From an optimization exercise on the open Yosys and OpenROAD flow, aimed at small area and a short achievable clock period; shortcuts taken in it are not production practice.
Where RTL was checked, it was by simulation tests only, not by an equivalence proof against the original.

==> inputs of run E <==
==> flow/design.v <==
module pic_core(
    input            clk,
    input            rst,
    input[31:0]      irq,
    output           exi,
    output[4:0]      exi_code,
    input            mgmt_req,
    input[31:0]      mgmt_adr,
    output reg       mgmt_ack,
    input            mgmt_rwn,
    input[1:0]       mgmt_wen,
    input[31:0]      mgmt_txd,
    output reg       mgmt_rxe,
    output[31:0]     mgmt_rxd
);
localparam LAT = 15;     
function le11(input[10:0] a, input[10:0] b);
    reg[15:0] l, ng;
    integer j, w;
    begin
        l  = 0;
        ng = 16'hffff;
        for(j = 0; j < 11; j = j + 1)
        begin
            l[j]  = !a[j] & b[j];
            ng[j] = !a[j] | b[j];
        end
        for(w = 8; w >= 1; w = w / 2)
            for(j = 0; j < w; j = j + 1)
            begin
                l[j]  = l[2*j+1] | (ng[2*j+1] & l[2*j]);
                ng[j] = l[2*j+1] | (ng[2*j+1] & ng[2*j]);
            end
        le11 = ng[0];
    end
endfunction
reg mgmt_fin, busy, issue;
always @(posedge clk or posedge rst)
begin
    if(rst)
    begin
        busy     <= 0;
        issue    <= 0;
        mgmt_fin <= 0;
    end else
    begin
        busy     <= !mgmt_fin && mgmt_req;
        issue    <= !busy     && mgmt_req;
        mgmt_fin <= issue;
    end
end
reg       rwn, wen, hit;
reg[4:0]  cfg_adr, cfg_din;
always @(posedge clk)
begin
    rwn     <= mgmt_rwn;
    wen     <= mgmt_wen[0];
    hit     <= mgmt_adr[15:5] == 11'd1;
    cfg_adr <= mgmt_adr[4:0];
    cfg_din <= mgmt_txd[4:0];
end
wire vld = issue && hit;
always @(posedge clk or posedge rst)
begin
    if(rst)
    begin
        mgmt_ack <= 0;
        mgmt_rxe <= 0;
    end else
    begin
        mgmt_ack <= vld;
        mgmt_rxe <= vld && rwn;
    end
end
reg[159:0] pri;
reg[4:0]   rd_adr;
reg[4:0]   rxd;
always @(posedge clk)
begin
    if(vld) rd_adr <= cfg_adr;
    rxd <= pri[rd_adr*5+:5];
end
genvar i;
generate
for(i = 0; i < 32; i = i + 1)
begin: g_pri
always @(posedge clk)
    if(vld && wen && cfg_adr == i) pri[i*5+:5] <= cfg_din;
end
endgenerate
assign mgmt_rxd = {27'd0, rxd};
reg[31:0]  nvld;         
reg[159:0] cnt;
generate
for(i = 0; i < 32; i = i + 1)
begin: g_line
always @(posedge clk)
    nvld[i] <= !irq[i];
always @(posedge clk or posedge rst)
begin
    if(rst) cnt[i*5+:5] <= 0;
    else    cnt[i*5+:5] <= cnt[i*5+:5] + (nvld[i] && irq[i] ? 5'd1 : 5'd0);
end
end
endgenerate
wire[10:0] key[0:31];
generate
for(i = 0; i < 32; i = i + 1)
begin: g_key
assign key[i] = {nvld[i], pri[i*5+:5], cnt[i*5+:5]};
end
endgenerate
wire[32*11-1:0] lv0;
generate
for(i = 0; i < 32; i = i + 1)
begin: g_lv0
assign lv0[i*11+:11] = key[i];
end
endgenerate
reg[16*12-1:0] lv1;
reg[8*13-1:0]  lv2;
reg[4*14-1:0]  lv3;
reg[2*15-1:0]  lv4;
reg[5:0]       lv5;
generate
for(i = 0; i < 16; i = i + 1)
begin: g_l1
    wire[10:0] a = lv0[(2*i)*11+:11], b = lv0[(2*i+1)*11+:11];
    wire w = le11(a, b);
    always @(posedge clk)
        lv1[i*12+:12] <= w ? {a, 1'b0} : {b, 1'b1};
end
for(i = 0; i < 8; i = i + 1)
begin: g_l2
    wire[11:0] a = lv1[(2*i)*12+:12], b = lv1[(2*i+1)*12+:12];
    wire w = le11(a[11:1], b[11:1]);
    always @(posedge clk)
        lv2[i*13+:13] <= w ? {a[11:1], 1'b0, a[0:0]} : {b[11:1], 1'b1, b[0:0]};
end
for(i = 0; i < 4; i = i + 1)
begin: g_l3
    wire[12:0] a = lv2[(2*i)*13+:13], b = lv2[(2*i+1)*13+:13];
    wire w = le11(a[12:2], b[12:2]);
    always @(posedge clk)
        lv3[i*14+:14] <= w ? {a[12:2], 1'b0, a[1:0]} : {b[12:2], 1'b1, b[1:0]};
end
for(i = 0; i < 2; i = i + 1)
begin: g_l4
    wire[13:0] a = lv3[(2*i)*14+:14], b = lv3[(2*i+1)*14+:14];
    wire w = le11(a[13:3], b[13:3]);
    always @(posedge clk)
        lv4[i*15+:15] <= w ? {a[13:3], 1'b0, a[2:0]} : {b[13:3], 1'b1, b[2:0]};
end
endgenerate
wire[14:0] fa = lv4[14:0], fb = lv4[29:15];
wire fw = le11(fa[14:4], fb[14:4]);
always @(posedge clk)
    lv5 <= fw ? {!fa[14], 1'b0, fa[3:0]} : {!fb[14], 1'b1, fb[3:0]};
reg[5:0] dly[6:LAT];
integer s;
always @(posedge clk)
begin
    dly[6] <= lv5;
    for(s = 7; s <= LAT; s = s + 1)
        dly[s] <= dly[s-1];
end
assign exi      = dly[LAT][5];
assign exi_code = dly[LAT][4:0];
endmodule
==> flow/run.sh <==
#!/bin/bash
# synth_recipe.tcl (not shown) runs the flow's synth.tcl, then flattens the netlist and writes it again
# the make line also repeats each setting of config.mk as NAME=value (left out here)
make -C /OpenROAD-flow-scripts/flow DESIGN_CONFIG=/design/flow/config.mk WORK_HOME=/design/flow/orfs CLKGATE_MAP_FILE= SYNTH_SCRIPT=/design/flow/synth_recipe.tcl finish
==> flow/config.mk <==
export PLATFORM = sky130hd
export DESIGN_NAME = pic_core
export DESIGN_NICKNAME = pic_core
export VERILOG_FILES = /design/flow/design.v
export SDC_FILE = /design/flow/constraint.sdc
export NUM_CORES = 4
export LEC_CHECK = 0
export CAP_MARGIN = 20
export CORE_MARGIN = 2
export CORE_UTILIZATION = 60
export CTS_BUF_LIST = sky130_fd_sc_hd__clkbuf_8 sky130_fd_sc_hd__clkbuf_16
export CTS_CLUSTER_DIAMETER = 100
export CTS_CLUSTER_SIZE = 24
export SETUP_SLACK_MARGIN = 3.5
export SLEW_MARGIN = 20
export TNS_END_PERCENT = 3
==> flow/constraint.sdc <==
create_clock -name core_clock -period 5.0 [get_ports {clk}]
set_input_delay 1.0000 -clock core_clock [delete_from_list [all_inputs] [get_ports {clk}]]
set_output_delay 1.0000 -clock core_clock [all_outputs]
set_load 0.01 [all_outputs]
==> run M: changes against run E <==
--- a/flow/design.v
+++ b/flow/design.v
@@ -32,6 +32,26 @@
                 ng[j] = l[2*j+1] | (ng[2*j+1] & ng[2*j]);
             end
         le11 = ng[0];
+    end
+endfunction
+function le_key(input[5:0] a, input[4:0] ca, input[5:0] b, input[4:0] cb, input z);
+    reg[7:0] l, ng;
+    integer j, w;
+    begin
+        l  = 0;
+        ng = 8'hff;
+        for(j = 0; j < 6; j = j + 1)
+        begin
+            l[j]  = !a[j] & b[j];
+            ng[j] = !a[j] | b[j];
+        end
+        for(w = 4; w >= 1; w = w / 2)
+            for(j = 0; j < w; j = j + 1)
+            begin
+                l[j]  = l[2*j+1] | (ng[2*j+1] & l[2*j]);
+                ng[j] = l[2*j+1] | (ng[2*j+1] & ng[2*j]);
+            end
+        le_key = l[0] | (ng[0] & (z | le11({6'd0, ca}, {6'd0, cb})));
     end
 endfunction
 reg mgmt_fin, busy, issue;
@@ -89,35 +109,26 @@
 end
 endgenerate
 assign mgmt_rxd = {27'd0, rxd};
+reg        rclr;
 reg[31:0]  nvld;         
 reg[159:0] cnt;
+always @(posedge clk or posedge rst)
+begin
+    if(rst) rclr <= 1;
+    else    rclr <= 0;
+end
 generate
 for(i = 0; i < 32; i = i + 1)
 begin: g_line
 always @(posedge clk)
-    nvld[i] <= !irq[i];
-always @(posedge clk or posedge rst)
 begin
-    if(rst) cnt[i*5+:5] <= 0;
-    else    cnt[i*5+:5] <= cnt[i*5+:5] + (nvld[i] && irq[i] ? 5'd1 : 5'd0);
+    nvld[i]      <= !irq[i];
+    cnt[i*5+:5]  <= (rclr ? 5'd0 : cnt[i*5+:5]) + (nvld[i] && irq[i] ? 5'd1 : 5'd0);
 end
 end
 endgenerate
-wire[10:0] key[0:31];
-generate
-for(i = 0; i < 32; i = i + 1)
-begin: g_key
-assign key[i] = {nvld[i], pri[i*5+:5], cnt[i*5+:5]};
-end
-endgenerate
-wire[32*11-1:0] lv0;
-generate
-for(i = 0; i < 32; i = i + 1)
-begin: g_lv0
-assign lv0[i*11+:11] = key[i];
-end
-endgenerate
-reg[16*12-1:0] lv1;
+reg[15:0]  v1, w1;
+reg[79:0]  p1;
 reg[8*13-1:0]  lv2;
 reg[4*14-1:0]  lv3;
 reg[2*15-1:0]  lv4;
@@ -125,14 +136,22 @@
 generate
 for(i = 0; i < 16; i = i + 1)
 begin: g_l1
-    wire[10:0] a = lv0[(2*i)*11+:11], b = lv0[(2*i+1)*11+:11];
-    wire w = le11(a, b);
+    wire[5:0] a = {nvld[2*i], pri[(2*i)*5+:5]}, b = {nvld[2*i+1], pri[(2*i+1)*5+:5]};
+    wire[4:0] ca = cnt[(2*i)*5+:5], cb = cnt[(2*i+1)*5+:5];
+    wire w = !le_key(a, ca, b, cb, rclr);
     always @(posedge clk)
-        lv1[i*12+:12] <= w ? {a, 1'b0} : {b, 1'b1};
+    begin
+        v1[i] <= !(a[5] && b[5]);
+        w1[i] <= w;
+        p1[i*5+:5] <= w ? b[4:0] : a[4:0];
+    end
 end
 for(i = 0; i < 8; i = i + 1)
 begin: g_l2
-    wire[11:0] a = lv1[(2*i)*12+:12], b = lv1[(2*i+1)*12+:12];
+    wire[4:0] ca = w1[2*i]   ? cnt[(4*i+1)*5+:5] : cnt[(4*i)*5+:5];
+    wire[4:0] cb = w1[2*i+1] ? cnt[(4*i+3)*5+:5] : cnt[(4*i+2)*5+:5];
+    wire[11:0] a = {!v1[2*i],   p1[(2*i)*5+:5],   ca, w1[2*i]};
+    wire[11:0] b = {!v1[2*i+1], p1[(2*i+1)*5+:5], cb, w1[2*i+1]};
     wire w = le11(a[11:1], b[11:1]);
     always @(posedge clk)
         lv2[i*13+:13] <= w ? {a[11:1], 1'b0, a[0:0]} : {b[11:1], 1'b1, b[0:0]};
==> flow/flow/run.sh (new file) <==
#!/bin/bash
# The standard layout, with plain buffers on the ports instead of the
# delay cells buffer_ports picks by default. Each ORFS step also keeps its
# own log under orfs/logs; make's output is kept in flow_make.log.
set -euo pipefail
bash standard.sh BUFFER_PORTS_ARGS="-buffer_cell sky130_fd_sc_hd__buf_2" finish > flow_make.log 2>&1
==> flow/standard.sh (new file) <==
#!/bin/bash
# synth_recipe.tcl (not shown) runs the flow's synth.tcl, then flattens the netlist and writes it again
# the make line also repeats each setting of config.mk as NAME=value (left out here)
make -C /OpenROAD-flow-scripts/flow DESIGN_CONFIG=/design/flow/config.mk WORK_HOME=/design/flow/orfs CLKGATE_MAP_FILE= SYNTH_SCRIPT=/design/flow/synth_recipe.tcl "${@:-finish}"
--- a/flow/config.mk
+++ b/flow/config.mk
@@ -5,12 +5,13 @@
 export SDC_FILE = /design/flow/constraint.sdc
 export NUM_CORES = 4
 export LEC_CHECK = 0
+export ABC_AREA = 1
 export CAP_MARGIN = 20
 export CORE_MARGIN = 2
 export CORE_UTILIZATION = 60
 export CTS_BUF_LIST = sky130_fd_sc_hd__clkbuf_8 sky130_fd_sc_hd__clkbuf_16
 export CTS_CLUSTER_DIAMETER = 100
 export CTS_CLUSTER_SIZE = 24
-export SETUP_SLACK_MARGIN = 3.5
+export SETUP_SLACK_MARGIN = 3.2
 export SLEW_MARGIN = 20
-export TNS_END_PERCENT = 3
+export TNS_END_PERCENT = 0
removed: flow/run.sh
==> run X: changes against run E <==
--- a/flow/config.mk
+++ b/flow/config.mk
@@ -11,6 +11,6 @@
 export CTS_BUF_LIST = sky130_fd_sc_hd__clkbuf_8 sky130_fd_sc_hd__clkbuf_16
 export CTS_CLUSTER_DIAMETER = 100
 export CTS_CLUSTER_SIZE = 24
-export SETUP_SLACK_MARGIN = 3.5
+export SETUP_SLACK_MARGIN = 3.2
 export SLEW_MARGIN = 20
-export TNS_END_PERCENT = 3
+export TNS_END_PERCENT = 10
==> run H: changes against run E <==
--- a/flow/design.v
+++ b/flow/design.v
@@ -78,7 +78,15 @@
 always @(posedge clk)
 begin
     if(vld) rd_adr <= cfg_adr;
-    rxd <= pri[rd_adr*5+:5];
+    rxd <= rd_data;
+end
+reg[4:0] rd_data;
+integer r;
+always @(*)
+begin
+    rd_data = 0;
+    for(r = 0; r < 32; r = r + 1)
+        rd_data = rd_data | ({5{rd_adr == r}} & pri[r*5+:5]);
 end
 genvar i;
 generate
==> flow/flow/run.sh (new file) <==
#!/bin/bash
# The standard layout, with plain buffers on the ports instead of the
# delay cells buffer_ports picks by default. Each ORFS step also keeps its
# own log under orfs/logs; make's output is kept in flow_make.log.
set -euo pipefail
bash standard.sh BUFFER_PORTS_ARGS="-buffer_cell sky130_fd_sc_hd__buf_2" finish > flow_make.log 2>&1
==> flow/standard.sh (new file) <==
#!/bin/bash
# synth_recipe.tcl (not shown) runs the flow's synth.tcl, then flattens the netlist and writes it again
# the make line also repeats each setting of config.mk as NAME=value (left out here)
make -C /OpenROAD-flow-scripts/flow DESIGN_CONFIG=/design/flow/config.mk WORK_HOME=/design/flow/orfs CLKGATE_MAP_FILE= SYNTH_SCRIPT=/design/flow/synth_recipe.tcl "${@:-finish}"
--- a/flow/config.mk
+++ b/flow/config.mk
@@ -13,4 +13,4 @@
 export CTS_CLUSTER_SIZE = 24
 export SETUP_SLACK_MARGIN = 3.5
 export SLEW_MARGIN = 20
-export TNS_END_PERCENT = 3
+export TNS_END_PERCENT = 0
removed: flow/run.sh
==> notes <==
Run H ran to the end with no violations. Run X ran to the end with no violations. Run E passed the timing, DRC and antenna checks. Run M produced a clean layout.
Routed wire length, lowest first: run E, run X, run M, run H.
Of run H and run X, run H has the higher first-iteration DRC count (gap about 24%, measured against run X).
Of run M and run X, run X has the higher critical path depth (gap 4).
Against run M, the non-clock buffer count of run X is higher by 113.
The RTL of run H was laid out without a check of its function.

==> static timing again, ports no longer ideal <==
How much do the figures lean on ideal ports? The routed layouts below were timed once more, with nothing changed but the port constraints. Step 1 (the two cells are an assumption about what drives the block):
set clk [get_ports {clk}]
set_driving_cell -lib_cell sky130_fd_sc_hd__clkbuf_16 $clk
set_driving_cell -lib_cell sky130_fd_sc_hd__buf_2 [delete_from_list [all_inputs] $clk]
Step 2, shift: input delay + t, output delay - t, t = (earliest + latest rising clock arrival at the registers) / 2. This alone moves slack from input paths to output paths. Three values: ideal, step 1, step 2; two values: the first two.
run | shift t [ns] | setup slack, ns | worst setup path after step 2 | clock arrival spread, ns | worst register clock-pin slew, ns
run E | 0.646 | 2.676 / 2.676 / 2.560 | input to register | 0.025 / 0.026 | 0.10 / 0.10
run M | 0.649 | 2.905 / 2.847 / 2.909 | input to register | 0.034 / 0.034 | 0.10 / 0.10
run X | 0.648 | 2.692 / 2.692 / 2.562 | input to register | 0.021 / 0.022 | 0.10 / 0.10
run H | 0.657 | 2.731 / 2.731 / 2.731 | register to register | 0.027 / 0.028 | 0.10 / 0.10
After both steps setup and hold are still met in every run listed. For run X, which loses most, drivers alone change the setup slack by 0.000 ns; drivers and shift together by -0.130 ns.
